Context: an optimization exercise on an open-source flow, tuned for small area. The choices shown serve that exercise and are no tape-out recipe.
Where RTL was checked, it was by simulation tests only, not by an equivalence proof against the original.
The RTL of run 6 was laid out without a check of its function.
In runs 7 to 10 the design's own scripts or RTL, not TritonCTS, make the clock network.
No driver is modelled on the clock port, so clock power and skew are understated where the tree is cut down; a real chip needs a root buffer or a tree.
Power figures rest on the tool's default switching activity, not on a simulated workload.

<file path="flow/config.mk">
export PLATFORM = sky130hd
export DESIGN_NAME = dc_router_top
export DESIGN_NICKNAME = dc_router_top
export VERILOG_FILES = /design/flow/design.v
export SDC_FILE = /design/flow/constraint.sdc
export NUM_CORES = 4
export LEC_CHECK = 0
export ABC_AREA = 1
export CAP_MARGIN = 20
export CORE_MARGIN = 2
export CORE_UTILIZATION = 40
export CTS_BUF_LIST = sky130_fd_sc_hd__clkbuf_8
export CTS_CLUSTER_DIAMETER = 200
export CTS_CLUSTER_SIZE = 40
export SLEW_MARGIN = 20
</file>
<file path="flow/constraint.sdc">
create_clock -name core_clock -period 10.0 [get_ports {clk}]
set_input_delay 2.0000 -clock core_clock [delete_from_list [all_inputs] [get_ports {clk}]]
set_output_delay 2.0000 -clock core_clock [all_outputs]
set_load 0.01 [all_outputs]
</file>
<file path="flow/design.v">
module dc_router_top (clk, reset, instruction, offset, filesize, acc_done, fft_enable, fir_enable, data_bus_in, data_bus_out, fft_data_in, fir_data_in, fft_data_out, fir_data_out, to_fft_empty, to_fft_full, from_fft_empty, from_fft_full, to_fir_empty, to_fir_full, from_fir_empty, from_fir_full, fft_put_req, fft_get_req, fir_put_req, fir_get_req, ram_read_enable, ram_write_enable, addr);
input clk, reset, to_fft_full, to_fft_empty, from_fft_full, from_fft_empty, to_fir_full, to_fir_empty, from_fir_full, from_fir_empty;
input [31:0] instruction, offset, filesize;
input [31:0] fft_data_in, fir_data_in;
output acc_done, fft_enable, fir_enable, fft_put_req, fft_get_req, fir_put_req, fir_get_req, ram_read_enable, ram_write_enable;
output [31:0] addr;
output [31:0] fft_data_out, fir_data_out;
input [31:0] data_bus_in;
output [31:0] data_bus_out;
reg prev1, prev2;           
reg valid_reg, acc_done_reg;
reg sel_fir_q;              
reg [15:0] rcnt, wcnt;      
reg rdone, wdone;           
wire hi_zero = ~|instruction[31:2];
wire is1 = hi_zero & ~instruction[1] & instruction[0];
wire is2 = hi_zero & instruction[1] & ~instruction[0];
wire fft_read_done  = rdone & ~sel_fir_q;
wire fft_write_done = wdone & ~sel_fir_q;
wire fir_read_done  = rdone & sel_fir_q;
wire fir_write_done = wdone & sel_fir_q;
wire fft_finished = fft_read_done & fft_write_done;
wire fir_finished = fir_read_done & fir_write_done;
wire finished = rdone & wdone;
wire changed = (is1 & ~prev1) | (is2 & ~prev2);
wire valid = changed | (valid_reg & ~finished);
assign fft_enable = ~reset & is1 & valid & ~fft_finished;
assign fir_enable = ~reset & is2 & valid & ~fir_finished;
assign acc_done = ~reset & (finished | (acc_done_reg & ~(valid & (is1 | is2))));
reg fft_to, fft_from, fir_to, fir_from;
always @(*)
begin
	case ({to_fft_empty, to_fft_full, from_fft_empty, from_fft_full})
	4'b0000: {fft_to, fft_from} = 2'b01;
	4'b0001: {fft_to, fft_from} = 2'b01;
	4'b0010: {fft_to, fft_from} = 2'b10;
	4'b0100: {fft_to, fft_from} = 2'b01;
	4'b0101: {fft_to, fft_from} = 2'b01;
	4'b1000: {fft_to, fft_from} = 2'b10;
	4'b1001: {fft_to, fft_from} = 2'b01;
	4'b1010: {fft_to, fft_from} = 2'b10;
	default: {fft_to, fft_from} = 2'b00;
	endcase
	case ({to_fir_empty, to_fir_full, from_fir_empty, from_fir_full})
	4'b0000: {fir_to, fir_from} = 2'b01;
	4'b0001: {fir_to, fir_from} = 2'b01;
	4'b0010: {fir_to, fir_from} = 2'b10;
	4'b0100: {fir_to, fir_from} = 2'b01;
	4'b0101: {fir_to, fir_from} = 2'b01;
	4'b1000: {fir_to, fir_from} = 2'b10;
	4'b1001: {fir_to, fir_from} = 2'b01;
	4'b1010: {fir_to, fir_from} = 2'b10;
	default: {fir_to, fir_from} = 2'b00;
	endcase
end
wire data_to_fft   = fft_enable & fft_to;
wire data_from_fft = fft_enable & fft_from;
wire data_to_fir   = fir_enable & fir_to;
wire data_from_fir = fir_enable & fir_from;
assign fft_put_req = data_to_fft & ~fft_read_done & ~fft_write_done;
assign fft_get_req = data_from_fft & (fft_read_done | ~fft_write_done);
assign fir_put_req = data_to_fir & ~fir_read_done & ~fir_write_done & ~fft_write_done;
assign fir_get_req = data_from_fir & (fir_read_done | (~fir_write_done & ~fft_write_done));
assign ram_read_enable = fft_put_req | fir_put_req;
assign ram_write_enable = fft_get_req | fir_get_req;
assign fft_data_out = data_to_fft ? data_bus_in : 32'b0;
assign fir_data_out = data_to_fir ? data_bus_in : 32'b0;
assign data_bus_out = data_from_fft ? fft_data_in : (data_from_fir ? fir_data_in : 32'b0);
wire enabled = fft_enable | fir_enable;
wire go_read = data_to_fft | data_to_fir;
wire go_write = data_from_fft | data_from_fir;
wire go = go_read | go_write;
wire ins_fft = instruction[0];
wire same = ins_fft ^ sel_fir_q;
wire dir_read = sel_fir_q ? fir_to : fft_to;
wire [15:0] sel_cnt = dir_read ? rcnt : wcnt;
wire [15:0] target = filesize[15:0] - {15'b0, ins_fft};
wire target_zero = ins_fft ? (filesize[15:0] == 16'd1) : (filesize[15:0] == 16'd0);
wire req = same ? (rcnt == target) : target_zero;
wire weq = same ? (wcnt == target) : target_zero;
wire [15:0] inc = same ? sel_cnt + 16'd1 : 16'd1;
wire inc_r = go_read & ~req;
wire inc_w = go_write & ~weq;
wire keep_r = enabled & same & ~inc_r;
wire keep_w = enabled & same & ~inc_w;
wire [15:0] cnt_g = same ? sel_cnt : 16'b0;
wire [16:0] cy;
wire [0:0] hc;
assign cy[0] = 1'b0;
assign hc[0] = cy[16];
genvar i;
generate
	for (i = 0; i < 16; i = i + 1) begin : g_lo
		assign cy[i+1] = (offset[i] & cnt_g[i]) | (cy[i] & (offset[i] | cnt_g[i]));
		assign addr[i] = go & (offset[i] ^ cnt_g[i] ^ cy[i]);
	end
endgenerate
wire [15:0] hi_inc = offset[31:16] + 16'd1;
assign addr[31:16] = go ? (hc[0] ? hi_inc : offset[31:16]) : 16'b0;
always @(posedge clk)
begin
	prev1 <= is1;
	prev2 <= is2;
	valid_reg <= ~reset & valid;
	acc_done_reg <= acc_done;
	sel_fir_q <= fir_enable;
	rdone <= enabled & req;
	wdone <= enabled & weq;
	rcnt <= ({16{inc_r}} & inc) | ({16{keep_r}} & rcnt);
	wcnt <= ({16{inc_w}} & inc) | ({16{keep_w}} & wcnt);
end
endmodule
</file>
<file path="flow/flow/run.sh">
#!/bin/bash
set -euo pipefail
HERE=$(pwd)
PLAT=$FLOW_HOME/platforms/$FLOW_PLATFORM
RES=$HERE/orfs/results/$FLOW_PLATFORM/dc_router_top/base
export YOSYS=$FLOW_HOME/../tools/install/yosys/bin/yosys
export LIB=$PLAT/lib/sky130_fd_sc_hd__tt_025C_1v80.lib
export TECH_LEF=$PLAT/lef/sky130_fd_sc_hd.tlef
export SC_LEF=$PLAT/lef/sky130_fd_sc_hd_merged.lef
export TOP=$FLOW_TOP
export SDC=$HERE/constraint.sdc
export DONT_USE=$(awk '/^export DONT_USE_CELLS/{f=1} f{print} f && !/\\$/{f=0}' $PLAT/config.mk | sed 's/export DONT_USE_CELLS *+\?= *//' | tr -d '\\' | tr '\n' ' ')

bash standard.sh synth > synth.log 2>&1
cp $RES/1_2_yosys.v $HERE/std_synth.v

mkdir -p $HERE/resynth $HERE/abcpool
python3 $HERE/flow/abc_pool.py $HERE/abcpool
ls $HERE/abcpool/*.abc | xargs -P ${NUM_CORES:-4} -I{} bash $HERE/flow/try_one.sh {} $HERE > $HERE/resynth_results.txt 2> $HERE/resynth_errors.log || true
best=$(awk '$2 > 0 && $3 > -90 { d = 0.2 - $3; if (d < 0) d = 0; c = $2 + 400 * d; print c, $1, $2, $3 }' $HERE/resynth_results.txt | sort -n | head -1)
echo "chosen: $best" > $HERE/resynth_choice.txt
n=$(echo "$best" | awk '{print $2}')
if [[ -n "$n" ]]; then
  cp $HERE/resynth/$n.v $RES/1_2_yosys.v
  rm -f $RES/1_synth.odb $RES/1_synth.sdc
fi
bash standard.sh "BUFFER_PORTS_ARGS=-buffer_cell sky130_fd_sc_hd__buf_1" \
  "CTS_ARGS=-sink_clustering_enable -repair_clock_nets -dont_use_dummy_load -buf_list sky130_fd_sc_hd__clkbuf_8 -sink_clustering_size 40 -sink_clustering_max_diameter 200" \
  finish > finish.log 2>&1
</file>
<file path="flow/flow/abc_pool.py">
# Writes the ABC scripts that the flow tries when re-mapping the logic for area:
# combinations of pre-optimisation, choice computation and amap/mfs passes.
import sys, os
out = sys.argv[1]
os.makedirs(out, exist_ok=True)
pre = ["strash", "strash\ndc2",
       "strash\nbalance\nrewrite\nrefactor\nbalance\nrewrite\nrewrite -z\nbalance\nrefactor -z\nrewrite -z\nbalance",
       "strash\ndrw\ndrf\ndc2", "strash\nifraig\ndc2"]
ch = ["dch", "dch -f", "dch -p"]
post = ["", "topo\nmfs2\nstrash\n{ch}\namap", "topo\nmfs2\nstrash\ndc2\n{ch}\namap",
        "topo\nmfs3\nstrash\n{ch}\namap",
        "topo\nmfs2\nstrash\n{ch}\namap\ntopo\nmfs2\nstrash\n{ch}\namap"]
n = 0
for p in pre:
    for c in ch:
        for q in post:
            n += 1
            s = p + "\n" + c + "\namap\n" + (q.format(ch=c) + "\n" if q else "")
            with open(os.path.join(out, "s%02d.abc" % n), "w") as f:
                f.write(s)
</file>
<file path="flow/flow/resynth.tcl">
# Re-map the standard synthesis's combinational logic for area. The flip-flops
# are kept as they are (same cells, same instance names).
set lib $::env(LIB)
yosys read_liberty -overwrite -ignore_miss_func $lib
yosys blackbox sky130_fd_sc_hd__df* sky130_fd_sc_hd__sdf* sky130_fd_sc_hd__edf* sky130_fd_sc_hd__dl*
yosys read_verilog $::env(IN_V)
yosys hierarchy -top $::env(TOP)
yosys flatten
yosys opt -purge
set du {}
foreach c $::env(DONT_USE) { lappend du -dont_use $c }
yosys abc -liberty $lib {*}$du -script $::env(ABC_SCRIPT)
yosys opt_clean -purge
yosys hilomap -singleton -hicell sky130_fd_sc_hd__conb_1 HI -locell sky130_fd_sc_hd__conb_1 LO
yosys splitnets
yosys opt_clean -purge
yosys insbuf -buf sky130_fd_sc_hd__buf_1 A X
yosys tee -o $::env(STAT) stat -liberty $lib
yosys write_verilog -noattr -noexpr -nohex -nodec $::env(OUT_V)
</file>
<file path="flow/flow/sta.tcl">
# Quick pre-layout timing of a candidate netlist (no wires; ports driven and
# loaded through the smallest buffer, as the layout will be).
read_lef $::env(TECH_LEF)
read_lef $::env(SC_LEF)
read_liberty $::env(LIB)
read_verilog $::env(NET)
link_design $::env(TOP)
read_sdc $::env(SDC)
set_driving_cell -lib_cell sky130_fd_sc_hd__buf_1 [delete_from_list [all_inputs] [get_ports clk]]
set_load 0.012 [all_outputs]
report_checks -path_delay max -fields {fanout cap slew}
puts "SLACK [sta::worst_slack -max]"
</file>
<file path="flow/flow/try_one.sh">
#!/bin/bash
# Re-map the standard netlist with one ABC script and time it; prints
# "name area slack". Logs go to resynth/NAME.*.log.
s=$1; HERE=$2
n=$(basename $s .abc)
R=$HERE/resynth
IN_V=$HERE/std_synth.v OUT_V=$R/$n.v ABC_SCRIPT=$s STAT=$R/$n.stat \
  timeout 300 $YOSYS -c $HERE/flow/resynth.tcl > $R/$n.yosys.log 2>&1 || { echo "$n 0 -99"; exit 0; }
NET=$R/$n.v timeout 300 openroad -no_init -exit $HERE/flow/sta.tcl > $R/$n.sta.log 2>&1 || { echo "$n 0 -99"; exit 0; }
a=$(sed -n 's/.*Chip area for module .*: *//p' $R/$n.stat | head -1)
sl=$(sed -n 's/^SLACK *//p' $R/$n.sta.log | tail -1)
echo "$n ${a:-0} ${sl:--99}"
</file>
<file path="flow/standard.sh">
#!/bin/bash
# synth_recipe.tcl (not shown) runs the flow's synth.tcl, then flattens the netlist and writes it again
# the make line also repeats each setting of config.mk as NAME=value (left out here)
make -C /OpenROAD-flow-scripts/flow DESIGN_CONFIG=/design/flow/config.mk WORK_HOME=/design/flow/orfs CLKGATE_MAP_FILE= SYNTH_SCRIPT=/design/flow/synth_recipe.tcl "${@:-finish}"
</file>
==> flow_summary.yaml, run 1 <==
sta:
  max_freq_ghz: 0.104
  relSlewSlack_pct: 44.2
  period_share_pct: 95.8
  hold_viol: 0
  fin_crit_ns: 9.58
  tightest_slew_ns: 0.838
  setup-violations-final: 0
  clock_skew_ns: 0.0155
  setup_ws_ns: 0.416
  maxSlewViolCount: 0
finish:
  post-route-cell-area_sq_mm: 0.00532
  drive_gt1_share_pct: 4.28
  fin_nets: 1162
  layout.cells.non_filler: 1069
  syn_to_final_growth_pct: 44.1
  reg_top3: "rcnt: 16 flops, wcnt: 16 flops"
  diodes: 0
  fill_cells: 945
worst_setup_path:
  critical_path.startpoint: "to_fft_full"
  reg2reg_slack_ns: 5.05
  rr_startpoint: "sel_fir_q"
  cp.arrival_ns: 7.58
  critPathSlowestCell: "o22ai_1"
  r2r-end: "wcnt[0]"
  crit_path_end_kind: "output port"
  required_ns: 8.00
  path_max_fanout: 6
  endpoint: "addr[29]"
  max_stage_delay_ns: 0.30
  rr_worst_depth: 18
  cp_common_cell: "nor2_1"
  start_kind: "primary input"
  crit_type: "primary input to output port"
power:
  seqPwrFrac_pct: 45.7
  peakVddDrop_mv: 0.0389
  combinationalPowerShare_pct: 24.6
  clock_power_share_pct: 29.7
  switching_share_pct: 31.8
  powerDensity_mw_per_mm2: 63.8
  p_int_uw: 232
  power.leakage_nw: 1.74
  p_switching_uw: 108
route:
  antenna_left: 0
  wl_per_cell_um: 18.5
  vias_per_cell: 5.71
  routed_wl_mm: 19.8
  detail_route.iter0.violations: 386
  vias: 6106
  remaining_drc_errors: 0
  drt-pass1-iter-count: 5
clock_network:
  clkLatencyLatePin_ns: 0.30
  cts-buffers-inserted: 5
  clk_pin_slew_ns: 0.08
  clock_path_buffers: 2
  numClockSinks: 39
  ctsRootBufferMaster: "clkbuf_8"
  htree_num_levels: 2
  cts_tree: "yes"
run:
  maxCapViolCount: 0
floorplanning:
  start_util_pct: 40.5
  fp-row-count: 35
  pin_count: 339
  dieArea_sq_mm: 0.0100
  dieHeight_um: 100
  chipWidth_um: 100
  coreArea_sq_mm: 0.00911
global_routing:
  grt.overflow.total: 0
  grt_pass1_vias: 5241
  grt_usage_pct: 37.3
  antenna_found_initial: 0
  grt_pass1_wl_mm: 28.7
  grt_max_degree: 36
synth:
  yosysWarnings: 1
  syn_area_sq_mm: 0.00369
  syn_nets: 816
  avgSynthCellArea_sq_um: 6.01
  synth_cells: 614
place:
  hpwl_mm: 16.3
  io_buffers: 322
  placedCellCount: 1061
  gp_congestion: 1.01
  pre_cts_slack_ns: -0.112
  placed_cell_area_sq_mm: 0.00517
run_status:
  status: "finished clean"
worst_hold_path:
  hold_path_class: "flip-flop to flip-flop"
[power groups by stage]
stage                     clock [mW]  sequential (mW)  combinational (mW)
after floorplan                    0            0.159              0.0319
after global placement             0            0.159              0.0772
after detailed placement           0            0.159              0.0789
after CTS                     0.0997            0.155              0.0796
after global routing           0.107            0.155              0.0912
final                          0.101            0.155              0.0833
[worst min path at each step]
stage	cells past startpoint	endpoint	from	slack [ns]
3_3_place_gp	2	rcnt[12]	rcnt[12]	0.47
6_report	2	wcnt[6]	wcnt[6]	0.50
4_1_cts	2	wcnt[6]	wcnt[6]	0.49
3_5_place_dp	2	wcnt[12]	wcnt[12]	0.48
2_1_floorplan	2	wcnt[6]	wcnt[6]	0.46
5_1_grt	2	wcnt[6]	wcnt[6]	0.51
[area by class of cell]
| cell class | instances | area (sq um) | share of cell area [%] |
|---|---|---|---|
| Multi-Input combinational cell | 472 | 2610 | 49.0 |
| Timing Repair Buffer | 339 | 1340 | 25.1 |
| Sequential cell | 39 | 781 | 14.7 |
| Inverter | 103 | 387 | 7.27 |
| Tap cell | 111 | 139 | 2.61 |
| Clock buffer | 5 | 68.8 | 1.29 |
[per-stage QoR]
| stage | hold slack [ns] | utilization [%] | TNS [ns] | power [mW] |
|---|---|---|---|---|
| 2_1_floorplan | 0.459 | - | 0 | 0.191 |
| 3_3_place_gp | 0.474 | 56.7 | 0 | 0.236 |
| 3_5_place_dp | 0.480 | 56.7 | -0.241 | 0.238 |
| 4_1_cts | 0.493 | 57.6 | 0 | 0.334 |
| 5_1_grt | 0.515 | 58.4 | -0.0845 | 0.353 |
| 6_report | 0.496 | 58.4 | 0 | 0.339 |
[worst max-delay path: cells and delay by family]
kind	cells	cell delay (ns)
AOI/OAI and AO/OA	14	2.48
and+or+nand+nor	17	2.56
buffers and inverters	3	0.53
[layout by cell type, fill, tap and decap left out, types with 3 or more instances in the layout]
cell / instances
buf_1: 322
nor2_1: 159
clkinv_1: 103
o22ai_1: 56
nand2_1: 39
dfxtp_1: 39
o21ai_0: 32
a22o_1: 32
a21oi_1: 29
nor3_1: 19
buf_4: 17
a211oi_1: 13
nor4_1: 9
o211ai_1: 9
and2_0: 7
o221ai_1: 6
and3_1: 6
a221oi_1: 5
clkbuf_8: 5
a2111oi_0: 4
a21oi_2: 4
o22ai_2: 3
o21bai_1: 3
or2_0: 3
nor3_2: 3
and3_4: 3
o21a_1: 3
[what timing repair did]
item / CTS / global route
resized for setup: 2 / 15
endpoints found under the setup margin: 3 / 10
pin swaps: 0 / 3
buffers inserted: 0 / 3
hold endpoints to repair: 0 / 0
hold buffers: 0 / 0
[layer usage]
layer  routed length (um)  part of all wire [%]  vias up  track usage, %
met1                 8360                    42     2805            52.4
met4                  508                   2.6        0            10.5
li1                     -                     -     2894               -
met3                 2170                    11       39            9.75
met5                    0                     0        -               0
met2                 8770                    44      368            56.5
==> run 2: changes to the inputs <==
--- a/flow/flow/run.sh
+++ b/flow/flow/run.sh
@@ -26,3 +26,3 @@
 fi
-bash standard.sh "BUFFER_PORTS_ARGS=-buffer_cell sky130_fd_sc_hd__buf_1" \
+bash standard.sh "BUFFER_PORTS_ARGS=-buffer_cell sky130_fd_sc_hd__buf_1" "RECOVER_POWER=100" \
   "CTS_ARGS=-sink_clustering_enable -repair_clock_nets -dont_use_dummy_load -buf_list sky130_fd_sc_hd__clkbuf_8 -sink_clustering_size 40 -sink_clustering_max_diameter 200" \
==> flow_summary.yaml, run 2 <==
finish:
  syn_to_final_growth_pct: 43.2
  fin_util_pct: 58.1
  final_cell_mix: "321 x buf_1, 159 x nor2_1, 103 x clkinv_1, 56 x o22ai_1"
  layout_commonest_cell: "buf_1"
  post-route-cell-area_sq_mm: 0.00529
  diodes: 0
  drive_gt1_share_pct: 3.55
  fin_nets: 1162
  reg_top3: "rcnt: 16 flops, wcnt: 16 flops"
sta:
  hold_viol: 0
  fin_crit_ns: 9.59
  relSlewSlack_pct: -1.33
  period_share_pct: 95.9
  maxSlewViolCount: 33
  tightest_slew_ns: 1.52
  clock_skew_ns: 0.0155
  setup-violations-final: 0
  hold_ws_ns: 0.497
  finalSetupTns_ns: 0
  max_freq_ghz: 0.104
worst_setup_path:
  crit_path_end_kind: "output port"
  cp_common_cell: "nor2_1"
  max_stage_delay_ns: 0.34
  rr_worst_depth: 18
  required_ns: 8.00
  path_max_fanout: 6
  cp_num_buf_inv: 3
  r2r-end: "wcnt[0]"
  critPathSlowestCell: "o22ai_1"
  reg2reg_slack_ns: 4.99
  cpLargestDelayFamily: "simple AND/OR/NAND/NOR gates"
  rr_startpoint: "sel_fir_q"
  crit_type: "primary input to output port"
  start_kind: "primary input"
  cp.arrival_ns: 7.59
synth:
  yosysWarnings: 1
  synth_cells: 614
  avgSynthCellArea_sq_um: 6.01
  syn_nets: 816
  syn_area_sq_mm: 0.00369
run_status:
  status: "failed layout checks"
  so.violations: "capacitance limit, slew limit"
power:
  power.leakage_nw: 1.72
  powerDensity_mw_per_mm2: 64.1
  finalPower_uw: 339
  peakVddDrop_mv: 0.0393
clock_network:
  ctsRootBufferMaster: "clkbuf_8"
  htree_num_levels: 2
  clock_path_buffers: 2
  numClockSinks: 39
  clkLatencyLatePin_ns: 0.30
  cts-buffers-inserted: 5
  clk_pin_slew_ns: 0.06
  cts_tree: "yes"
floorplanning:
  coreArea_sq_mm: 0.00911
  dieHeight_um: 100
  pin_count: 339
  start_util_pct: 40.5
  dieArea_sq_mm: 0.0100
  fp-row-count: 35
  chipWidth_um: 100
place:
  placed_cell_area_sq_mm: 0.00517
  io_buffers: 322
  hpwl_mm: 16.3
  gp_congestion: 1.01
route:
  antenna_left: 0
  wl_per_cell_um: 18.6
  detail_route.iter0.violations: 450
  vias: 6075
  remaining_drc_errors: 0
  routed_wl_mm: 19.9
  drt-pass1-iter-count: 6
  vias_per_cell: 5.68
global_routing:
  grt.overflow.total: 0
  grt_usage_pct: 37.3
  grt_pass1_wl_mm: 28.7
  grt_pass1_vias: 5241
  grt_max_degree: 36
  antenna_found_initial: 0
worst_hold_path:
  hold_end: "wcnt[4]"
  holdCritStartpoint: "wcnt[4]"
  hold_path_class: "flip-flop to flip-flop"
  whs_path_depth: 2
run:
  maxCapViolCount: 1
-- run 2: report_power, final --
part              switching, mW  internal, mW  total (mW)  leakage (nW)
Combinational            0.0519        0.0313      0.0832          1.37
Sequential     0.00000000000253         0.155       0.155         0.314
Clock                    0.0556        0.0451       0.101        0.0359
-- run 2: per-stage QoR --
| step | worst slack (ns) | cells |
|---|---|---|
| after global placement | 0.102 | 1061 |
| after floorplan | 0.145 | 614 |
| after global routing | -0.0592 | 1069 |
| after CTS | 0.0297 | 1066 |
| final | 0.411 | 1069 |
| after detailed placement | -0.112 | 1061 |
-- run 2: cell type report --
class / instances / area (sq um)
Fill cell: 951 / 3820
Multi-Input combinational cell: 472 / 2600
Timing Repair Buffer: 339 / 1320
Sequential cell: 39 / 781
Inverter: 103 / 387
Tap cell: 111 / 139
Clock buffer: 5 / 68.8
-- run 2: tightest hold or removal path, delay by kind of cell (launching register included) --
| kind | cells | cell delay [ns] |
|---|---|---|
| compound gates | 1 | 0.06 |
| flops | 1 | 0.33 |
| buf+inv | 1 | 0.06 |
-- run 2: worst max-delay path by stage --
| stage | from | cells past startpoint | slack (ns) | end |
|---|---|---|---|---|
| 2_1_floorplan | to_fft_full | 31 | 0.14 | addr[31] |
| 3_3_place_gp | to_fft_full | 35 | 0.10 | addr[31] |
| 3_5_place_dp | to_fft_full | 35 | -0.11 | addr[31] |
| 4_1_cts | to_fft_full | 35 | 0.03 | addr[31] |
| 5_1_grt | to_fft_full | 34 | -0.06 | addr[31] |
| 6_report | to_fft_full | 34 | 0.41 | addr[29] |
-- run 2: layer usage --
layer,global-route usage [%],share of wire [%]
met1,52.4,42
met5,0,0
met2,56.5,44
met3,9.75,11
met4,10.5,2.6
-- run 2: timing repair --
action / 4_1_cts / 5_1_grt
buffers inserted: 0 / 3
setup endpoints to repair: 3 / 10
pin swaps: 0 / 3
gates resized for setup: 2 / 15
hold buffers: 0 / 0
==> run 3: changes to the inputs <==
--- a/flow/flow/run.sh
+++ b/flow/flow/run.sh
@@ -26,3 +26,3 @@
 fi
-bash standard.sh "BUFFER_PORTS_ARGS=-buffer_cell sky130_fd_sc_hd__buf_1" "RECOVER_POWER=100" \
+bash standard.sh "BUFFER_PORTS_ARGS=-buffer_cell sky130_fd_sc_hd__buf_1" "RECOVER_POWER=50" \
   "CTS_ARGS=-sink_clustering_enable -repair_clock_nets -dont_use_dummy_load -buf_list sky130_fd_sc_hd__clkbuf_8 -sink_clustering_size 40 -sink_clustering_max_diameter 200" \
==> flow_summary.yaml, run 3 <==
finish:
  reg_top3: "rcnt: 16 flops, wcnt: 16 flops"
  syn_to_final_growth_pct: 43.6
  post-route-cell-area_sq_mm: 0.00530
  layout_commonest_cell: "buf_1"
  fin_nets: 1162
  seqCellArea_sq_um: 781
  final_cell_mix: "322 x buf_1, 159 x nor2_1, 103 x clkinv_1, 56 x o22ai_1"
  multi_input_area_sq_mm: 0.00260
  diodes: 0
  drive_gt1_share_pct: 3.86
  fill_cells: 950
sta:
  setup-violations-final: 0
  fin_crit_ns: 9.60
  period_share_pct: 96.0
  maxSlewViolCount: 33
  relSlewSlack_pct: -2.07
  tightest_slew_ns: 1.53
  hold_viol: 0
  max_freq_ghz: 0.104
  clock_skew_ns: 0.0140
  setup_ws_ns: 0.399
clock_network:
  clk_pin_slew_ns: 0.08
  cts_tree: "yes"
  numClockSinks: 39
  hold_buffers: 0
  ctsRootBufferMaster: "clkbuf_8"
  clkLatencyLatePin_ns: 0.30
  clock_path_buffers: 2
  htree_num_levels: 2
  cts-buffers-inserted: 5
place:
  hpwl_mm: 16.3
  gp_congestion: 1.01
  placed_cell_area_sq_mm: 0.00517
  pre_cts_slack_ns: -0.112
  io_buffers: 322
worst_setup_path:
  reg2reg_slack_ns: 5.01
  crit_path_end_kind: "output port"
  cp_common_cell: "nor2_1"
  critical_path.startpoint: "to_fft_full"
  r2r-end: "wcnt[0]"
  crit_type: "primary input to output port"
  start_kind: "primary input"
  path_max_fanout: 6
  endpoint: "addr[29]"
  rr_worst_depth: 18
  cp.arrival_ns: 7.60
  max_stage_delay_ns: 0.30
  rr_startpoint: "sel_fir_q"
  required_ns: 8.00
  critPathSlowestCell: "o22ai_1"
synth:
  syn_area_sq_mm: 0.00369
  syn_nets: 816
  synth_cells: 614
  yosysWarnings: 1
  avgSynthCellArea_sq_um: 6.01
route:
  vias: 6102
  antenna_left: 0
  remaining_drc_errors: 0
  vias_per_cell: 5.71
  detail_route.iter0.violations: 394
  drt-pass1-iter-count: 5
  wl_per_cell_um: 18.5
  routed_wl_mm: 19.8
floorplanning:
  fp-row-count: 35
  coreArea_sq_mm: 0.00911
  start_util_pct: 40.5
  dieHeight_um: 100
  chipWidth_um: 100
  dieArea_sq_mm: 0.0100
  pin_count: 339
power:
  p_int_uw: 232
  peakVddDrop_mv: 0.0390
  seqPwrFrac_pct: 45.8
  combinationalPowerShare_pct: 24.6
  powerDensity_mw_per_mm2: 63.9
  switching_share_pct: 31.7
  p_switching_uw: 107
  clock_power_share_pct: 29.6
  power.leakage_nw: 1.73
global_routing:
  grt_pass1_vias: 5241
  grt.overflow.total: 0
  grt_usage_pct: 37.3
  grt_max_degree: 36
  antenna_found_initial: 0
  grt_pass1_wl_mm: 28.7
run:
  maxCapViolCount: 1
worst_hold_path:
  hold_path_class: "flip-flop to flip-flop"
  whs_path_depth: 2
run_status:
  status: "failed layout checks"
  so.violations: "capacitance limit, slew limit"
[run 3: power by group through the flow]
stage | combinational [mW] | clock, mW | sequential [mW]
5_1_grt | 0.0911 | 0.107 | 0.155
3_5_place_dp | 0.0789 | 0 | 0.159
2_1_floorplan | 0.0319 | 0 | 0.159
6_report | 0.0833 | 0.100 | 0.155
4_1_cts | 0.0796 | 0.0997 | 0.155
3_3_place_gp | 0.0772 | 0 | 0.159
[run 3: how the worst min path moves through the flow]
stage	startpoint	end	slack (ns)
final	wcnt[6]	wcnt[6]	0.50
after global routing	wcnt[6]	wcnt[6]	0.51
after CTS	wcnt[6]	wcnt[6]	0.49
after detailed placement	wcnt[12]	wcnt[12]	0.48
after global placement	rcnt[12]	rcnt[12]	0.47
after floorplan	wcnt[6]	wcnt[6]	0.46
[run 3: what timing repair did]
item | CTS | global route
endpoints found under the setup margin | 3 | 10
resized for setup | 2 | 15
pin swaps | 0 | 3
setup buffers | 0 | 3
[run 3: layer usage]
layer	global-route usage, %	wire, um	up-vias
met2	56.5	8700	386
met1	52.4	8240	2785
li1	-	-	2887
met4	10.5	562	0
met3	9.75	2280	44
met5	0	0	-
[run 3: cell type report]
| type | count | share of cell area, % |
|---|---|---|
| multi-input cells | 472 | 49.1 |
| repair buffers | 339 | 25.0 |
| flip-flops and latches | 39 | 14.7 |
| inverters | 103 | 7.29 |
| well taps | 111 | 2.62 |
| clock buffers | 5 | 1.30 |
[run 3: worst max-delay path: cells and delay by family]
family          cells  cell delay, ns
simple gates       17            2.55
compound gates     14            2.49
buf+inv             3            0.54
[run 3: metrics by stage]
stage	setup TNS, ns	utilization (%)	total power, mW	hold slack, ns	instances
after floorplan	0	-	0.191	0.459	614
after global placement	0	56.7	0.236	0.474	1061
after detailed placement	-0.241	56.7	0.238	0.480	1061
after CTS	0	57.6	0.334	0.493	1066
after global routing	-0.0845	58.2	0.353	0.515	1069
final	0	58.2	0.339	0.496	1069
==> run 4: changes to the inputs <==
--- a/flow/flow/run.sh
+++ b/flow/flow/run.sh
@@ -26,3 +26,3 @@
 fi
-bash standard.sh "BUFFER_PORTS_ARGS=-buffer_cell sky130_fd_sc_hd__buf_1" "RECOVER_POWER=50" \
+bash standard.sh "BUFFER_PORTS_ARGS=-buffer_cell sky130_fd_sc_hd__buf_1" "RECOVER_POWER=25" \
   "CTS_ARGS=-sink_clustering_enable -repair_clock_nets -dont_use_dummy_load -buf_list sky130_fd_sc_hd__clkbuf_8 -sink_clustering_size 40 -sink_clustering_max_diameter 200" \
==> flow_summary.yaml, run 4 <==
run_status:
  status: "finished clean"
clock_network:
  clkLatencyLatePin_ns: 0.30
  cts_tree: "yes"
  clock_path_buffers: 2
  numClockSinks: 39
  cts-buffers-inserted: 5
  ctsRootBufferMaster: "clkbuf_8"
  clk_pin_slew_ns: 0.08
  hold_buffers: 0
  htree_num_levels: 2
sta:
  hold_viol: 0
  setup-violations-final: 0
  tightest_slew_ns: 1.38
  clock_skew_ns: 0.0138
  maxSlewViolCount: 0
  period_share_pct: 95.8
  max_freq_ghz: 0.104
  relSlewSlack_pct: 7.96
  fin_crit_ns: 9.58
  hold_ws_ns: 0.497
finish:
  drive_gt1_share_pct: 4.07
  fin_util_pct: 58.3
  syn_to_final_growth_pct: 43.8
  fill_cells: 948
  layout_commonest_cell: "buf_1"
  seqCellArea_sq_um: 781
  layout.cells.non_filler: 1069
  multi_input_area_sq_mm: 0.00260
  fin_nets: 1162
  reg_top3: "rcnt: 16 flops, wcnt: 16 flops"
  final_cell_mix: "322 x buf_1, 159 x nor2_1, 103 x clkinv_1, 56 x o22ai_1"
  diodes: 0
synth:
  yosysWarnings: 1
  avgSynthCellArea_sq_um: 6.01
  syn_nets: 816
  synth_cells: 614
  syn_area_sq_mm: 0.00369
floorplanning:
  start_util_pct: 40.5
  fp-row-count: 35
  dieHeight_um: 100
  coreArea_sq_mm: 0.00911
  dieArea_sq_mm: 0.0100
  pin_count: 339
  chipWidth_um: 100
worst_hold_path:
  hold_path_class: "flip-flop to flip-flop"
global_routing:
  use_met1_pct: 52.4
  use_met3_pct: 9.75
  grt_use_met2_pct: 56.5
  grt_max_degree: 36
  grt_usage_pct: 37.3
  grt_pass1_wl_mm: 28.7
  grt_pass1_vias: 5241
  antenna_found_initial: 0
  grt.overflow.total: 0
  grt-busiest-layer: "met2"
worst_setup_path:
  reg2reg_slack_ns: 5.04
  required_ns: 8.00
  crit_path_end_kind: "output port"
  cp.arrival_ns: 7.58
  start_kind: "primary input"
  crit_type: "primary input to output port"
  cp_common_cell: "nor2_1"
  path_max_fanout: 6
  critPathSlowestCell: "o22ai_1"
  max_stage_delay_ns: 0.30
place:
  hpwl_mm: 16.3
  io_buffers: 322
  placedCellCount: 1061
  gp_congestion: 1.01
power:
  powerDensity_mw_per_mm2: 63.8
  power.leakage_nw: 1.73
  peakVddDrop_mv: 0.0391
route:
  remaining_drc_errors: 0
  wl_per_cell_um: 18.5
  antenna_left: 0
  drt-pass1-iter-count: 5
  routed_wl_mm: 19.8
  vias: 6087
  vias_per_cell: 5.69
  detail_route.iter0.violations: 398
run:
  maxCapViolCount: 0
## run 4: area by class of cell
cell class / instances / area share (%)
multi-input cells: 472 / 49.0
clock buffers: 5 / 1.30
flip-flops and latches: 39 / 14.7
well taps: 111 / 2.62
repair buffers: 339 / 25.1
inverters: 103 / 7.28
## run 4: metrics by stage
stage / setup WS [ns] / TNS [ns] / cell area, sq um / power, mW
after floorplan: 0.145 / 0 / 3700 / 0.191
after global placement: 0.102 / 0 / 5170 / 0.236
after detailed placement: -0.112 / -0.241 / 5170 / 0.238
after CTS: 0.0297 / 0 / 5240 / 0.334
after global routing: -0.0592 / -0.0845 / 5310 / 0.353
final: 0.422 / 0 / 5310 / 0.339
## run 4: worst paths after layout
path | startpoint | to | depth (start not counted)
max | to_fft_full | addr[29] | 34
min | wcnt[6] | wcnt[6] | 2
max reg2reg | sel_fir_q | wcnt[2] | 18
min reg2reg | wcnt[6] | wcnt[6] | 2
## run 4: repair_timing
action	CTS	global route
buffers inserted	0	3
gates resized for setup	2	15
gates cloned	0	0
endpoints found under the setup margin	3	10
pin swaps	0	3
## run 4: worst max-delay path: cells and delay by family
family | cells | cell delay, ns
AO/OA/AOI/OAI | 14 | 2.47
buffers and inverters | 3 | 0.53
AND/OR/NAND/NOR | 17 | 2.55
## run 4: per-layer routing
metal  vias to the layer above  wire length [um]
met5                         -                 0
met4                         0               519
met3                        41              2150
met2                       364              8730
met1                      2796              8380
li1                       2886                 -
## run 4: report_power, final
group	total (mW)	leakage [nW]	switching, mW	internal [mW]
Sequential	0.155	0.314	0.00000000000266	0.155
Combinational	0.0831	1.38	0.0518	0.0313
Clock	0.101	0.0359	0.0555	0.0451
==> run 5: changes to the inputs <==
--- a/flow/config.mk
+++ b/flow/config.mk
@@ -10,3 +10,3 @@
 export CORE_MARGIN = 2
-export CORE_UTILIZATION = 40
+export CORE_UTILIZATION = 50
 export CTS_BUF_LIST = sky130_fd_sc_hd__clkbuf_8
==> flow_summary.yaml, run 5 <==
run_status:
  status: "did not finish"
  haltStage: "I/O pin placement"
  firstError: "[ERROR PPL-0024] Number of IO pins (339) exceeds maximum number of available positions (316). Increase the die perimeter from 359.74um to 461.04um."
floorplanning:
  fp-row-count: 31
  chipWidth_um: 89.9
  start_util_pct: 51.2
  dieHeight_um: 89.9
synth:
  yosysWarnings: 1
  syn_nets: 816
  syn_area_sq_mm: 0.00369
  avgSynthCellArea_sq_um: 6.01
  synth_cells: 614
==> run 6: changes to the inputs <==
--- a/flow/design.v
+++ b/flow/design.v
@@ -77,3 +77,3 @@
 wire [15:0] target = filesize[15:0] - {15'b0, ins_fft};
-wire target_zero = ins_fft ? (filesize[15:0] == 16'd1) : (filesize[15:0] == 16'd0);
+wire target_zero = ~|target;
 wire req = same ? (rcnt == target) : target_zero;
--- a/flow/flow/run.sh
+++ b/flow/flow/run.sh
@@ -26,3 +26,6 @@
 fi
-bash standard.sh "BUFFER_PORTS_ARGS=-buffer_cell sky130_fd_sc_hd__buf_1" "RECOVER_POWER=25" \
+# The resizer's repair buffers: at most buf_2 (the platform's don't-use list
+# plus the larger plain buffers).
+LAYOUT_DONT_USE="$DONT_USE sky130_fd_sc_hd__buf_4 sky130_fd_sc_hd__buf_6 sky130_fd_sc_hd__buf_8 sky130_fd_sc_hd__buf_12 sky130_fd_sc_hd__buf_16"
+bash standard.sh "BUFFER_PORTS_ARGS=-buffer_cell sky130_fd_sc_hd__buf_1" "DONT_USE_CELLS=$LAYOUT_DONT_USE" \
   "CTS_ARGS=-sink_clustering_enable -repair_clock_nets -dont_use_dummy_load -buf_list sky130_fd_sc_hd__clkbuf_8 -sink_clustering_size 40 -sink_clustering_max_diameter 200" \
--- a/flow/config.mk
+++ b/flow/config.mk
@@ -10,3 +10,3 @@
 export CORE_MARGIN = 2
-export CORE_UTILIZATION = 50
+export CORE_UTILIZATION = 40
 export CTS_BUF_LIST = sky130_fd_sc_hd__clkbuf_8
==> flow_summary.yaml, run 6 <==
sta:
  tightest_slew_ns: 0.924
  max_freq_ghz: 0.106
  hold_viol: 0
  clock_skew_ns: 0.0218
  fin_crit_ns: 9.42
  finalSetupTns_ns: 0
  period_share_pct: 94.2
  hold_ws_ns: 0.495
  setup-violations-final: 0
  relSlewSlack_pct: 38.4
  maxSlewViolCount: 0
finish:
  final_cell_mix: "322 x buf_1, 163 x nor2_1, 120 x clkinv_1, 69 x o22ai_1, 39 x dfxtp_1"
  reg_top3: "rcnt: 16 flops, wcnt: 16 flops"
  fin_nets: 1178
  post-route-cell-area_sq_mm: 0.00537
  syn_to_final_growth_pct: 42.6
  layout_commonest_cell: "buf_1"
  fin_util_pct: 58.4
  drive_gt1_share_pct: 2.16
floorplanning:
  chipWidth_um: 101
  dieArea_sq_mm: 0.0102
  fp-row-count: 35
  dieHeight_um: 101
  pin_count: 339
  start_util_pct: 41.0
  coreArea_sq_mm: 0.00920
place:
  gp_congestion: 1.01
  io_buffers: 322
  placed_cell_area_sq_mm: 0.00528
  hpwl_mm: 16.5
synth:
  avgSynthCellArea_sq_um: 5.99
  yosysWarnings: 1
  syn_area_sq_mm: 0.00377
  syn_nets: 831
  synth_cells: 629
worst_setup_path:
  critPathSlowestCell: "o22ai_2"
  critical_path.startpoint: "to_fft_full"
  crit_type: "primary input to output port"
  rr_startpoint: "wcnt[0]"
  required_ns: 8.00
  rr_worst_depth: 18
  cp_common_cell: "nor2_1"
  start_kind: "primary input"
  max_stage_delay_ns: 0.40
  path_max_fanout: 11
  crit_path_end_kind: "output port"
  cp.arrival_ns: 7.42
power:
  powerDensity_mw_per_mm2: 62.3
  peakVddDrop_mv: 0.0572
  power.leakage_nw: 1.74
  p_int_uw: 231
  finalPower_uw: 335
  clock_power_share_pct: 29.8
  seqPwrFrac_pct: 46.3
  p_switching_uw: 104
  combinationalPowerShare_pct: 23.9
  switching_share_pct: 31.1
clock_network:
  htree_num_levels: 2
  hold_buffers: 0
  clock_path_buffers: 2
  cts-buffers-inserted: 5
  ctsRootBufferMaster: "clkbuf_8"
  cts_tree: "yes"
  clkLatencyLatePin_ns: 0.30
  clk_pin_slew_ns: 0.06
  numClockSinks: 39
run:
  maxCapViolCount: 0
run_status:
  status: "finished clean"
global_routing:
  grt_pass1_vias: 5397
  grt_pass1_wl_mm: 28.3
  grt_usage_pct: 36.3
  antenna_found_initial: 0
  grt_max_degree: 35
  grt.overflow.total: 0
worst_hold_path:
  holdCritStartpoint: "rcnt[15]"
  whs_path_depth: 2
  hold_path_class: "flip-flop to flip-flop"
route:
  remaining_drc_errors: 0
  vias_per_cell: 5.57
  antenna_left: 0
  vias: 6054
  wl_per_cell_um: 18.1
  routed_wl_mm: 19.6
  detail_route.iter0.violations: 390
  drt-pass1-iter-count: 7
## run 6: critical path: cells and delay by family
family	cells	cell delay, ns
AOI/OAI and AO/OA	14	2.42
buffers and inverters	4	0.82
and+or+nand+nor	14	2.22
## run 6: timing repair
action / 4_1_cts / 5_1_grt
endpoints found under the setup margin: 0 / 13
buffers inserted: 0 / 2
gates resized for setup: 0 / 9
## run 6: per-layer routing
metal / global-route usage [%] / wire [um] / vias up / share of wire (%)
met2: 56.3 / 8700 / 349 / 44
met4: 8.63 / 374 / 0 / 1.9
li1: - / - / 2933 / -
met5: 0 / 0 / - / 0
met3: 12.1 / 2400 / 29 / 12
met1: 48.6 / 8130 / 2743 / 41
## run 6: metrics by stage
step,cells,setup WS [ns]
6_report,1086,0.576
3_3_place_gp,1078,0.262
2_1_floorplan,629,0.413
5_1_grt,1085,-0.0111
4_1_cts,1083,0.00693
3_5_place_dp,1078,0.0465
## run 6: cell type report
class                      count  area [sq um]
tap                          111           139
antenna                        1          2.50
multi-input combinational    469          2580
clock buffer                   5          68.8
timing repair buffer         340          1350
fill                        1018          3820
inverter                     121           454
sequential                    39           781
## run 6: final timing paths
path	slack, ns	to
max	0.58	addr[31]
min	0.50	rcnt[15]
max reg2reg	5.22	wcnt[2]
min reg2reg	0.50	rcnt[15]
## run 6: power by group through the flow
stage	Clock [mW]	Combinational [mW]	Sequential, mW
floorplan	0	0.0318	0.159
global placement	0	0.0752	0.159
detailed placement	0	0.0766	0.159
CTS	0.0985	0.0772	0.155
global route	0.105	0.0886	0.155
finish	0.0998	0.0799	0.155
==> run 7: changes to the inputs <==
--- a/flow/design.v
+++ b/flow/design.v
@@ -77,3 +77,3 @@
 wire [15:0] target = filesize[15:0] - {15'b0, ins_fft};
-wire target_zero = ~|target;
+wire target_zero = ins_fft ? (filesize[15:0] == 16'd1) : (filesize[15:0] == 16'd0);
 wire req = same ? (rcnt == target) : target_zero;
--- a/flow/flow/run.sh
+++ b/flow/flow/run.sh
@@ -26,7 +26,4 @@
 fi
-# The resizer's repair buffers: at most buf_2 (the platform's don't-use list
-# plus the larger plain buffers).
-LAYOUT_DONT_USE="$DONT_USE sky130_fd_sc_hd__buf_4 sky130_fd_sc_hd__buf_6 sky130_fd_sc_hd__buf_8 sky130_fd_sc_hd__buf_12 sky130_fd_sc_hd__buf_16"
-bash standard.sh "BUFFER_PORTS_ARGS=-buffer_cell sky130_fd_sc_hd__buf_1" "DONT_USE_CELLS=$LAYOUT_DONT_USE" \
-  "CTS_ARGS=-sink_clustering_enable -repair_clock_nets -dont_use_dummy_load -buf_list sky130_fd_sc_hd__clkbuf_8 -sink_clustering_size 40 -sink_clustering_max_diameter 200" \
+bash standard.sh "BUFFER_PORTS_ARGS=-buffer_cell sky130_fd_sc_hd__buf_1" "RECOVER_POWER=25" \
+  "PRE_CTS_TCL=$HERE/flow/cts_pre.tcl" \
   finish > finish.log 2>&1
==> flow/flow/cts_pre.tcl (new file) <==
rename clock_tree_synthesis orfs_clock_tree_synthesis
proc clock_tree_synthesis { args } {
  set block [ord::get_db_block]
  set dbu [$block getDbUnitsPerMicron]
  set net [$block findNet clk]
  set sinks {}
  set sx 0.0
  set sy 0.0
  foreach pin [get_pins -of_objects [get_nets clk]] {
    set loc [[[sta::sta_to_db_pin $pin] getInst] getLocation]
    set x [expr { double([lindex $loc 0]) / $dbu }]
    set y [expr { double([lindex $loc 1]) / $dbu }]
    lappend sinks [list $pin $x $y]
    set sx [expr { $sx + $x }]
    set sy [expr { $sy + $y }]
  }
  set n [llength $sinks]
  set cx [expr { $sx / $n }]
  set cy [expr { $sy / $n }]
  foreach q {0 1 2 3} {
    set pins($q) {}
    set qx($q) 0.0
    set qy($q) 0.0
  }
  foreach s $sinks {
    lassign $s pin x y
    set q [expr { ($x >= $cx ? 1 : 0) + ($y >= $cy ? 2 : 0) }]
    lappend pins($q) $pin
    set qx($q) [expr { $qx($q) + $x }]
    set qy($q) [expr { $qy($q) + $y }]
  }
  foreach q {0 1 2 3} {
    set k [llength $pins($q)]
    if { $k == 0 } { continue }
    set x [expr { $qx($q) / $k }]
    set y [expr { $qy($q) / $k }]
    # clkbuf_4 for up to 8 flip-flops, else clkbuf_8, to keep their clock pins' slew low
    set cell [expr { $k <= 8 ? "sky130_fd_sc_hd__clkbuf_4" : "sky130_fd_sc_hd__clkbuf_8" }]
    puts "Custom clock tree: $cell at ($x, $y) for $k sinks"
    insert_buffer -buffer_cell $cell -net clk -load_pins $pins($q) \
      -location [list $x $y] -buffer_name clkbuf_q$q -net_name clknet_q$q
  }
  foreach it [$net getITerms] {
    foreach bit [[$it getInst] getITerms] {
      set bnet [$bit getNet]
      if { $bnet ne "NULL" && [$bnet getSigType] eq "SIGNAL" } { $bnet setSigType CLOCK }
    }
  }
  set_propagated_clock [all_clocks]
}
==> flow_summary.yaml, run 7 <==
run_status:
  status: "finished clean"
sta:
  tightest_slew_ns: 1.36
  setup_ws_ns: 0.395
  hold_viol: 0
  setup-violations-final: 0
  maxSlewViolCount: 0
  max_freq_ghz: 0.104
  clock_skew_ns: 0.00561
  relSlewSlack_pct: 9.38
  hold_ws_ns: 0.495
  period_share_pct: 96.0
  fin_crit_ns: 9.60
place:
  gp_congestion: 1.01
  pre_cts_slack_ns: -0.112
  hpwl_mm: 16.3
  placedCellCount: 1061
  io_buffers: 322
route:
  remaining_drc_errors: 0
  antenna_left: 0
  wl_per_cell_um: 18.4
  routed_wl_mm: 19.7
  vias: 6047
  detail_route.iter0.violations: 427
  vias_per_cell: 5.66
  drt-pass1-iter-count: 5
worst_setup_path:
  critPathSlowestCell: "o22ai_1"
  cp.arrival_ns: 7.60
  cp_common_cell: "nor2_1"
  start_kind: "primary input"
  max_stage_delay_ns: 0.30
  crit_type: "primary input to output port"
  crit_path_end_kind: "output port"
  rr_startpoint: "sel_fir_q"
  path_max_fanout: 6
  r2r-end: "wcnt[0]"
  reg2reg_slack_ns: 5.03
  required_ns: 8.00
  rr_worst_depth: 18
power:
  powerDensity_mw_per_mm2: 60.2
  peakVddDrop_mv: 0.0362
  power.leakage_nw: 1.73
global_routing:
  grt_max_degree: 36
  antenna_found_initial: 0
  grt.overflow.total: 0
  grt_pass1_vias: 5233
  grt_pass1_wl_mm: 28.6
  grt_usage_pct: 36.5
worst_hold_path:
  hold_path_class: "flip-flop to flip-flop"
  hold_end: "wcnt[6]"
  holdCritStartpoint: "wcnt[6]"
  whs_path_depth: 2
synth:
  yosysWarnings: 1
  avgSynthCellArea_sq_um: 6.01
  syn_area_sq_mm: 0.00369
  syn_nets: 816
  synth_cells: 614
finish:
  final_cell_mix: "322 x buf_1, 159 x nor2_1, 103 x clkinv_1, 56 x o22ai_1"
  layout_commonest_cell: "buf_1"
  drive_gt1_share_pct: 3.97
  fin_nets: 1161
  layout.cells.non_filler: 1068
  reg_top3: "rcnt: 16 flops, wcnt: 16 flops"
  syn_to_final_growth_pct: 43.4
  fill_cells: 950
  diodes: 0
floorplanning:
  dieHeight_um: 100
  pin_count: 339
  start_util_pct: 40.5
  coreArea_sq_mm: 0.00911
  fp-row-count: 35
  chipWidth_um: 100
  dieArea_sq_mm: 0.0100
clock_network:
  hold_buffers: 0
  clkLatencyLatePin_ns: 0.14
  clk_pin_slew_ns: 0.07
run:
  maxCapViolCount: 0
-- run 7: repair_timing --
action	in CTS	in global routing
gates resized for setup	2	15
endpoints found under the setup margin	3	10
buffers inserted	0	3
pin swaps	0	3
endpoints found under the hold margin	0	0
-- run 7: power breakdown --
part | internal (mW) | switching, mW | leakage, nW
clock network | 0.0365 | 0.0436 | 0.0288
registers | 0.155 | 0.00000000000255 | 0.314
logic | 0.0313 | 0.0520 | 1.38
-- run 7: how the worst max path moves through the flow --
stage	from	cells after the start	end	slack, ns
after detailed placement	to_fft_full	35	addr[31]	-0.11
final	to_fft_full	34	addr[29]	0.40
after global placement	to_fft_full	35	addr[31]	0.10
after global routing	to_fft_full	34	addr[31]	-0.06
after floorplan	to_fft_full	31	addr[31]	0.14
after CTS	to_fft_full	35	addr[31]	0.03
-- run 7: stage by stage --
| step | total power, mW | TNS (ns) | utilization (%) | cell area [sq um] |
|---|---|---|---|---|
| floorplan | 0.191 | 0 | - | 3700 |
| global placement | 0.236 | 0 | 56.7 | 5170 |
| detailed placement | 0.238 | -0.241 | 56.7 | 5170 |
| CTS | 0.314 | 0 | 57.4 | 5230 |
| global route | 0.331 | -0.0846 | 58.1 | 5300 |
| finish | 0.319 | 0 | 58.1 | 5300 |
-- run 7: final cells by class, without the clock buffers --
cell class	count	area [sq um]	share of cell area [%]
inverter	103	387	7.30
multi-input combinational	472	2600	49.1
sequential	39	781	14.7
tap	111	139	2.62
timing repair buffer	339	1330	25.2
-- run 7: layer usage --
layer / routed length (um) / GRT usage (%) / part of all wire, % / vias to the layer above
met5: 0 / 0 / 0 / -
met4: 653 / 10.1 / 3.3 / 0
met3: 2200 / 7.52 / 11 / 42
met2: 8560 / 55.7 / 44 / 347
met1: 8250 / 52.2 / 42 / 2772
li1: - / - / - / 2886
-- run 7: critical path, delay by kind of cell --
family,cells,cell delay (ns)
AO/OA/AOI/OAI,14,2.46
buffers and inverters,3,0.55
AND/OR/NAND/NOR,17,2.56
==> run 8: changes to the inputs <==
--- a/flow/flow/cts_pre.tcl
+++ b/flow/flow/cts_pre.tcl
@@ -36,4 +36,4 @@
     set y [expr { $qy($q) / $k }]
-    # clkbuf_4 for up to 8 flip-flops, else clkbuf_8, to keep their clock pins' slew low
-    set cell [expr { $k <= 8 ? "sky130_fd_sc_hd__clkbuf_4" : "sky130_fd_sc_hd__clkbuf_8" }]
+    # clkbuf_4 for up to 9 flip-flops, else clkbuf_8, to keep their clock pins' slew low
+    set cell [expr { $k <= 9 ? "sky130_fd_sc_hd__clkbuf_4" : "sky130_fd_sc_hd__clkbuf_8" }]
     puts "Custom clock tree: $cell at ($x, $y) for $k sinks"
--- a/flow/config.mk
+++ b/flow/config.mk
@@ -14,2 +14,3 @@
 export CTS_CLUSTER_SIZE = 40
+export GPL_TIMING_DRIVEN = 0
 export SLEW_MARGIN = 20
==> flow_summary.yaml, run 8 <==
worst_setup_path:
  cpLargestDelayFamily: "simple AND/OR/NAND/NOR gates"
  rr_worst_depth: 17
  required_ns: 8.00
  start_kind: "primary input"
  rr_startpoint: "sel_fir_q"
  reg2reg_slack_ns: 4.17
  r2r-end: "wcnt[0]"
  critPathSlowestCell: "and4_1"
  cp.arrival_ns: 7.53
  max_stage_delay_ns: 0.27
  crit_path_end_kind: "output port"
  cp_num_buf_inv: 3
  path_max_fanout: 8
  crit_type: "primary input to output port"
sta:
  clock_skew_ns: 0.00923
  relSlewSlack_pct: 10.0
  period_share_pct: 95.3
  maxSlewViolCount: 0
  tightest_slew_ns: 1.34
  fin_crit_ns: 9.53
  hold_ws_ns: 0.494
  hold_viol: 0
  setup-violations-final: 0
  max_freq_ghz: 0.105
  setup_ws_ns: 0.469
global_routing:
  grt_usage_pct: 37.1
  grt_max_degree: 34
  grt_pass1_vias: 5228
  grt.overflow.total: 0
  grt_pass1_wl_mm: 28.8
  antenna_found_initial: 3
finish:
  layout.cells.non_filler: 1069
  multi_input_area_sq_mm: 0.00263
  fill_cells: 957
  reg_top3: "rcnt: 16 flops, wcnt: 16 flops"
  syn_to_final_growth_pct: 44.4
  drive_gt1_share_pct: 4.29
  fin_util_pct: 58.5
  layout_commonest_cell: "buf_1"
  seqCellArea_sq_um: 781
  fin_nets: 1160
  final_cell_mix: "321 x buf_1, 158 x nor2_1, 100 x clkinv_1, 56 x o22ai_1"
route:
  vias: 6074
  remaining_drc_errors: 0
  detail_route.iter0.violations: 451
  wl_per_cell_um: 18.6
  drt-pass1-iter-count: 5
  vias_per_cell: 5.68
  antenna_left: 0
  routed_wl_mm: 19.8
place:
  placedCellCount: 1057
  gp_congestion: 1.04
  pre_cts_slack_ns: -1.64
  io_buffers: 322
  hpwl_mm: 16.5
power:
  powerDensity_mw_per_mm2: 58.9
  power.leakage_nw: 1.74
  peakVddDrop_mv: 0.0473
worst_hold_path:
  hold_path_class: "flip-flop to flip-flop"
  whs_path_depth: 2
  holdCritStartpoint: "rcnt[12]"
  hold_end: "rcnt[12]"
floorplanning:
  fp-row-count: 35
  coreArea_sq_mm: 0.00911
  pin_count: 339
  dieArea_sq_mm: 0.0100
  chipWidth_um: 100
  start_util_pct: 40.5
  dieHeight_um: 100
run:
  maxCapViolCount: 0
synth:
  avgSynthCellArea_sq_um: 6.01
  syn_nets: 816
  syn_area_sq_mm: 0.00369
  yosysWarnings: 1
  synth_cells: 614
clock_network:
  clkLatencyLatePin_ns: 0.14
  clk_pin_slew_ns: 0.08
run_status:
  status: "finished clean"
==> run 8: layout make-up, without the clock buffers <==
cell class                 count  share of cell area [%]
multi-input combinational    473                    49.2
antenna                        2                  0.0939
tap                          111                    2.60
sequential                    39                    14.6
inverter                     103                    7.46
timing repair buffer         337                    25.1
==> run 8: power breakdown <==
part	switching, mW	internal, mW	total (mW)	leakage (nW)
combinational	0.0532	0.0313	0.0845	1.40
sequential	0.00000000000231	0.155	0.155	0.314
clock	0.0423	0.0322	0.0746	0.0262
==> run 8: what timing repair did <==
item,4_1_cts,5_1_grt
hold buffers,0,0
resized for setup,13,11
buffers inserted,2,3
setup endpoints to repair,17,10
gates cloned,1,0
pin swaps,2,4
==> run 8: how the worst max path moves through the flow <==
stage / from / to / cells after the start
2_1_floorplan: to_fft_full / addr[31] / 31
3_3_place_gp: to_fir_empty / addr[29] / 32
3_5_place_dp: instruction[0] / addr[30] / 32
4_1_cts: to_fft_full / addr[30] / 34
5_1_grt: to_fft_full / addr[30] / 34
6_report: to_fft_full / addr[30] / 34
==> run 8: worst register-to-register path, stage by stage, from the launching register on <==
cell,delay (ns)
dfxtp_1,0.61
clkinv_1,0.39
o22ai_4,0.28
clkinv_4,0.20
a2111oi_0,0.45
o221ai_1,0.22
a221o_1,0.31
a221oi_1,0.27
o221ai_1,0.18
a221oi_1,0.24
o2111ai_1,0.19
a221oi_1,0.26
o221ai_1,0.18
a211o_1,0.25
nor2b_1,0.14
o21ai_0,0.50
nand2b_1,0.75
o22ai_1,0.33
==> run 8: routing by layer <==
metal | share of wire [%] | GRT usage, % | vias to the layer above
li1 | - | - | 2898
met1 | 42 | 52.9 | 2789
met2 | 44 | 58.3 | 354
met3 | 11 | 6.55 | 31
met4 | 2.5 | 9.27 | 2
met5 | 0.076 | 0 | -
==> run 8: per-stage QoR <==
stage | area, sq um | TNS [ns] | power [mW]
floorplan | 3700 | 0 | 0.191
detailed placement | 5160 | -16.11 | 0.236
global route | 5330 | -0.00656 | 0.328
CTS | 5280 | 0 | 0.309
finish | 5330 | 0 | 0.314
global placement | 5050 | -54.05 | 0.234
==> run 9: changes to the inputs <==
--- a/flow/config.mk
+++ b/flow/config.mk
@@ -14,3 +14,2 @@
 export CTS_CLUSTER_SIZE = 40
-export GPL_TIMING_DRIVEN = 0
 export SLEW_MARGIN = 20
==> flow_summary.yaml, run 9 <==
sta:
  setup_ws_ns: 0.413
  setup-violations-final: 0
  clock_skew_ns: 0.0356
  finalSetupTns_ns: 0
  max_freq_ghz: 0.104
  period_share_pct: 95.9
  hold_ws_ns: 0.495
  maxSlewViolCount: 0
  relSlewSlack_pct: 9.51
  tightest_slew_ns: 1.36
  fin_crit_ns: 9.59
  hold_viol: 0
run_status:
  status: "finished clean"
synth:
  syn_nets: 816
  syn_area_sq_mm: 0.00369
  yosysWarnings: 1
  avgSynthCellArea_sq_um: 6.01
  synth_cells: 614
finish:
  drive_gt1_share_pct: 3.97
  fin_util_pct: 58.0
  syn_to_final_growth_pct: 43.1
  final_cell_mix: "322 x buf_1, 159 x nor2_1, 103 x clkinv_1, 56 x o22ai_1"
  fin_nets: 1161
  diodes: 0
  reg_top3: "rcnt: 16 flops, wcnt: 16 flops"
  fill_cells: 953
  post-route-cell-area_sq_mm: 0.00528
  seqCellArea_sq_um: 781
  layout_commonest_cell: "buf_1"
  layout.cells.non_filler: 1068
  multi_input_area_sq_mm: 0.00260
worst_setup_path:
  cp_num_buf_inv: 3
  path_max_fanout: 6
  max_stage_delay_ns: 0.30
  critPathSlowestCell: "o22ai_1"
  cp_common_cell: "nor2_1"
  crit_type: "primary input to output port"
  crit_path_end_kind: "output port"
  cpLargestDelayFamily: "simple AND/OR/NAND/NOR gates"
  start_kind: "primary input"
  cp.arrival_ns: 7.59
  required_ns: 8.00
route:
  wl_met2_mm: 8.52
  met3_length_mm: 2.08
  detail_route.iter0.violations: 404
  routed_wl_mm: 19.7
  wl_per_cell_um: 18.4
  highest_layer: "met4"
  vias_per_cell: 5.66
  wl_met1_mm: 8.37
  drt-pass1-iter-count: 5
  vias: 6044
  remaining_drc_errors: 0
  antenna_left: 0
power:
  powerDensity_mw_per_mm2: 58.7
  power.leakage_nw: 1.72
  finalPower_uw: 310
  peakVddDrop_mv: 0.0363
global_routing:
  grt_max_degree: 36
  grt_pass1_wl_mm: 28.6
  grt.overflow.total: 0
  antenna_found_initial: 0
  grt_pass1_vias: 5233
  grt_usage_pct: 36.5
clock_network:
  hold_buffers: 0
  clk_pin_slew_ns: 0.08
  clkLatencyLatePin_ns: 0.17
place:
  gp_congestion: 1.01
  placedCellCount: 1061
  io_buffers: 322
  hpwl_mm: 16.3
  placed_cell_area_sq_mm: 0.00517
  pre_cts_slack_ns: -0.112
floorplanning:
  dieHeight_um: 100
  pin_count: 339
  dieArea_sq_mm: 0.0100
  chipWidth_um: 100
  fp-row-count: 35
  start_util_pct: 40.5
  coreArea_sq_mm: 0.00911
run:
  maxCapViolCount: 0
worst_hold_path:
  hold_path_class: "flip-flop to flip-flop"
run 9: final cells by class, without the clock buffers:
class | count | area share [%]
Inverter | 103 | 7.32
Multi-Input combinational cell | 472 | 49.3
Sequential cell | 39 | 14.8
Tap cell | 111 | 2.63
Timing Repair Buffer | 339 | 25.2
run 9: final timing paths:
check | from | endpoint | slack [ns] | cells past startpoint
worst max register to register | sel_fir_q | wcnt[12] | 4.96 | 18
worst max-delay path | to_fft_full | addr[29] | 0.41 | 34
worst min-delay path | wcnt[6] | wcnt[6] | 0.50 | 2
worst min register to register | wcnt[6] | wcnt[6] | 0.50 | 2
run 9: worst reg2reg max path, delay by kind of cell, from the launching register on:
| kind | cells | cell delay, ns |
|---|---|---|
| DFF | 1 | 0.48 |
| AOI/OAI and AO/OA | 13 | 3.19 |
| and+or+nand+nor | 2 | 0.63 |
| buffers and inverters | 3 | 0.62 |
run 9: power by group:
group	leakage (nW)	internal (mW)	switching, mW
logic	1.38	0.0313	0.0520
clock network	0.0236	0.0279	0.0438
registers	0.314	0.155	0.00000000000250
run 9: metal layers:
layer | up-vias | GRT usage, %
li1 | 2888 | -
met1 | 2751 | 51.8
met2 | 356 | 55.1
met3 | 49 | 8.15
met4 | 0 | 11.5
met5 | - | 0
run 9: timing repair:
item | 4_1_cts | 5_1_grt
hold endpoints to repair | 0 | 0
resized for setup | 2 | 15
pin swaps | 0 | 3
setup endpoints to repair | 3 | 10
setup buffers | 0 | 3
==> run 10: changes to the inputs <==
--- a/flow/flow/run.sh
+++ b/flow/flow/run.sh
@@ -26,3 +26,3 @@
 fi
-bash standard.sh "BUFFER_PORTS_ARGS=-buffer_cell sky130_fd_sc_hd__buf_1" "RECOVER_POWER=25" \
+bash standard.sh "BUFFER_PORTS_ARGS=-buffer_cell sky130_fd_sc_hd__buf_1" "RECOVER_POWER=35" \
   "PRE_CTS_TCL=$HERE/flow/cts_pre.tcl" \
==> flow_summary.yaml, run 10 <==
run_status:
  status: "failed layout checks"
  so.violations: "capacitance limit, slew limit"
worst_setup_path:
  cp.arrival_ns: 7.59
  crit_path_end_kind: "output port"
  max_stage_delay_ns: 0.30
  critPathSlowestCell: "o22ai_1"
  path_max_fanout: 6
  crit_type: "primary input to output port"
  required_ns: 8.00
  start_kind: "primary input"
  cp_common_cell: "nor2_1"
place:
  placedCellCount: 1061
  io_buffers: 322
  hpwl_mm: 16.3
  gp_congestion: 1.01
route:
  wl_per_cell_um: 18.4
  remaining_drc_errors: 0
  antenna_left: 0
  detail_route.iter0.violations: 408
  drt-pass1-iter-count: 5
  vias: 6049
  routed_wl_mm: 19.7
  vias_per_cell: 5.66
sta:
  max_freq_ghz: 0.104
  period_share_pct: 95.9
  setup-violations-final: 0
  finalSetupTns_ns: 0
  maxSlewViolCount: 33
  tightest_slew_ns: 1.53
  clock_skew_ns: 0.0354
  fin_crit_ns: 9.59
  hold_viol: 0
  relSlewSlack_pct: -2.08
clock_network:
  clkLatencyLatePin_ns: 0.17
  clk_pin_slew_ns: 0.08
  hold_buffers: 0
finish:
  syn_to_final_growth_pct: 43.0
  fill_cells: 954
  fin_nets: 1161
  seqCellArea_sq_um: 781
  multi_input_area_sq_mm: 0.00260
  diodes: 0
  final_cell_mix: "322 x buf_1, 159 x nor2_1, 103 x clkinv_1, 56 x o22ai_1"
  reg_top3: "rcnt: 16 flops, wcnt: 16 flops"
  layout_commonest_cell: "buf_1"
  layout.cells.non_filler: 1068
  drive_gt1_share_pct: 3.87
power:
  peakVddDrop_mv: 0.0363
  power.leakage_nw: 1.72
  powerDensity_mw_per_mm2: 58.8
floorplanning:
  chipWidth_um: 100
  dieHeight_um: 100
  fp-row-count: 35
  pin_count: 339
  dieArea_sq_mm: 0.0100
  start_util_pct: 40.5
  coreArea_sq_mm: 0.00911
synth:
  syn_area_sq_mm: 0.00369
  syn_nets: 816
  yosysWarnings: 1
  avgSynthCellArea_sq_um: 6.01
  synth_cells: 614
global_routing:
  grt_usage_pct: 36.5
  grt.overflow.total: 0
  grt_pass1_wl_mm: 28.6
  grt_pass1_vias: 5233
  grt_max_degree: 36
  antenna_found_initial: 0
run:
  maxCapViolCount: 1
worst_hold_path:
  hold_path_class: "flip-flop to flip-flop"
-- run 10: stage by stage --
stage | setup WS (ns) | hold WS [ns] | total power, mW | area (sq um) | utilization [%]
floorplan | 0.145 | 0.459 | 0.191 | 3700 | -
global placement | 0.102 | 0.474 | 0.236 | 5170 | 56.7
detailed placement | -0.112 | 0.480 | 0.238 | 5170 | 56.7
CTS | 0.0297 | 0.493 | 0.305 | 5220 | 57.3
global route | -0.0593 | 0.514 | 0.323 | 5280 | 58.0
finish | 0.414 | 0.495 | 0.310 | 5280 | 58.0
-- run 10: path summary, 6_finish.rpt --
kind | slack [ns] | end | depth (start not counted) | from
max reg2reg | 4.96 | wcnt[12] | 18 | sel_fir_q
min reg2reg | 0.49 | wcnt[6] | 2 | wcnt[6]
min | 0.49 | wcnt[6] | 2 | wcnt[6]
max | 0.41 | addr[29] | 34 | to_fft_full
-- run 10: per-layer routing --
layer / share of wire (%) / GRT usage (%)
met2: 43 / 55.1
met3: 11 / 8.15
met5: 0 / 0
met1: 42 / 51.8
met4: 3.8 / 11.5
-- run 10: what timing repair did --
| action | 4_1_cts | 5_1_grt |
|---|---|---|
| endpoints found under the hold margin | 0 | 0 |
| setup endpoints to repair | 3 | 10 |
| pin swaps | 0 | 3 |
| buffers inserted | 0 | 3 |
| resized for setup | 2 | 15 |
-- run 10: area by class of cell, without the clock buffers --
| class | instances | share of cell area (%) |
|---|---|---|
| multi-input cells | 472 | 49.3 |
| repair buffers | 339 | 25.2 |
| flip-flops and latches | 39 | 14.8 |
| inverters | 103 | 7.32 |
| well taps | 111 | 2.63 |
-- run 10: worst max-delay path: cells and delay by family --
kind	cells	cell delay, ns
compound gates	14	2.47
simple gates	17	2.54
buf+inv	3	0.54
-- run 10: power breakdown --
part | switching (mW) | internal (mW)
Clock | 0.0440 | 0.0279
Combinational | 0.0519 | 0.0313
Sequential | 0.00000000000252 | 0.155

## afterwards: timing with drivers on the ports
In the flow no input, the clock included, has a driving cell. The finished layouts below were timed again as built, in two steps.
Step 1 sets driving cells, clkbuf_16 on the clock port and buf_2 on the other inputs (assumed; they add their load-dependent delay and slew).
Step 2 adds t to the input delays and takes it off the output delays; t is the mean of the earliest and latest rising clock arrival at the registers after step 1. Input paths then give back, and output paths get back, about the clock's delay inside the block.
Three values: ideal, step 1, step 2; two values: the first two.
| run | shift t [ns] | slack for setup (ns) | slew at the worst register clock pin (ns) | worst data-port slew with drivers (ns) |
|---|---|---|---|---|
| run 1 | 0.329 | 0.416 / 0.386 / 0.386 | 0.08 / 0.08 | 0.11 |
| run 2 | 0.329 | 0.411 / 0.382 / 0.382 | 0.08 / 0.08 | 0.10 |
| run 3 | 0.328 | 0.399 / 0.369 / 0.369 | 0.08 / 0.08 | 0.11 |
| run 4 | 0.329 | 0.422 / 0.392 / 0.392 | 0.08 / 0.08 | 0.11 |
| run 6 | 0.320 | 0.576 / 0.552 / 0.552 | 0.09 / 0.09 | 0.11 |
| run 7 | 0.193 | 0.395 / 0.366 / 0.366 | 0.07 / 0.07 | 0.10 |
| run 8 | 0.201 | 0.469 / 0.442 / 0.442 | 0.08 / 0.08 | 0.10 |
| run 9 | 0.208 | 0.413 / 0.383 / 0.383 | 0.11 / 0.11 | 0.10 |
| run 10 | 0.208 | 0.414 / 0.385 / 0.385 | 0.11 / 0.11 | 0.10 |
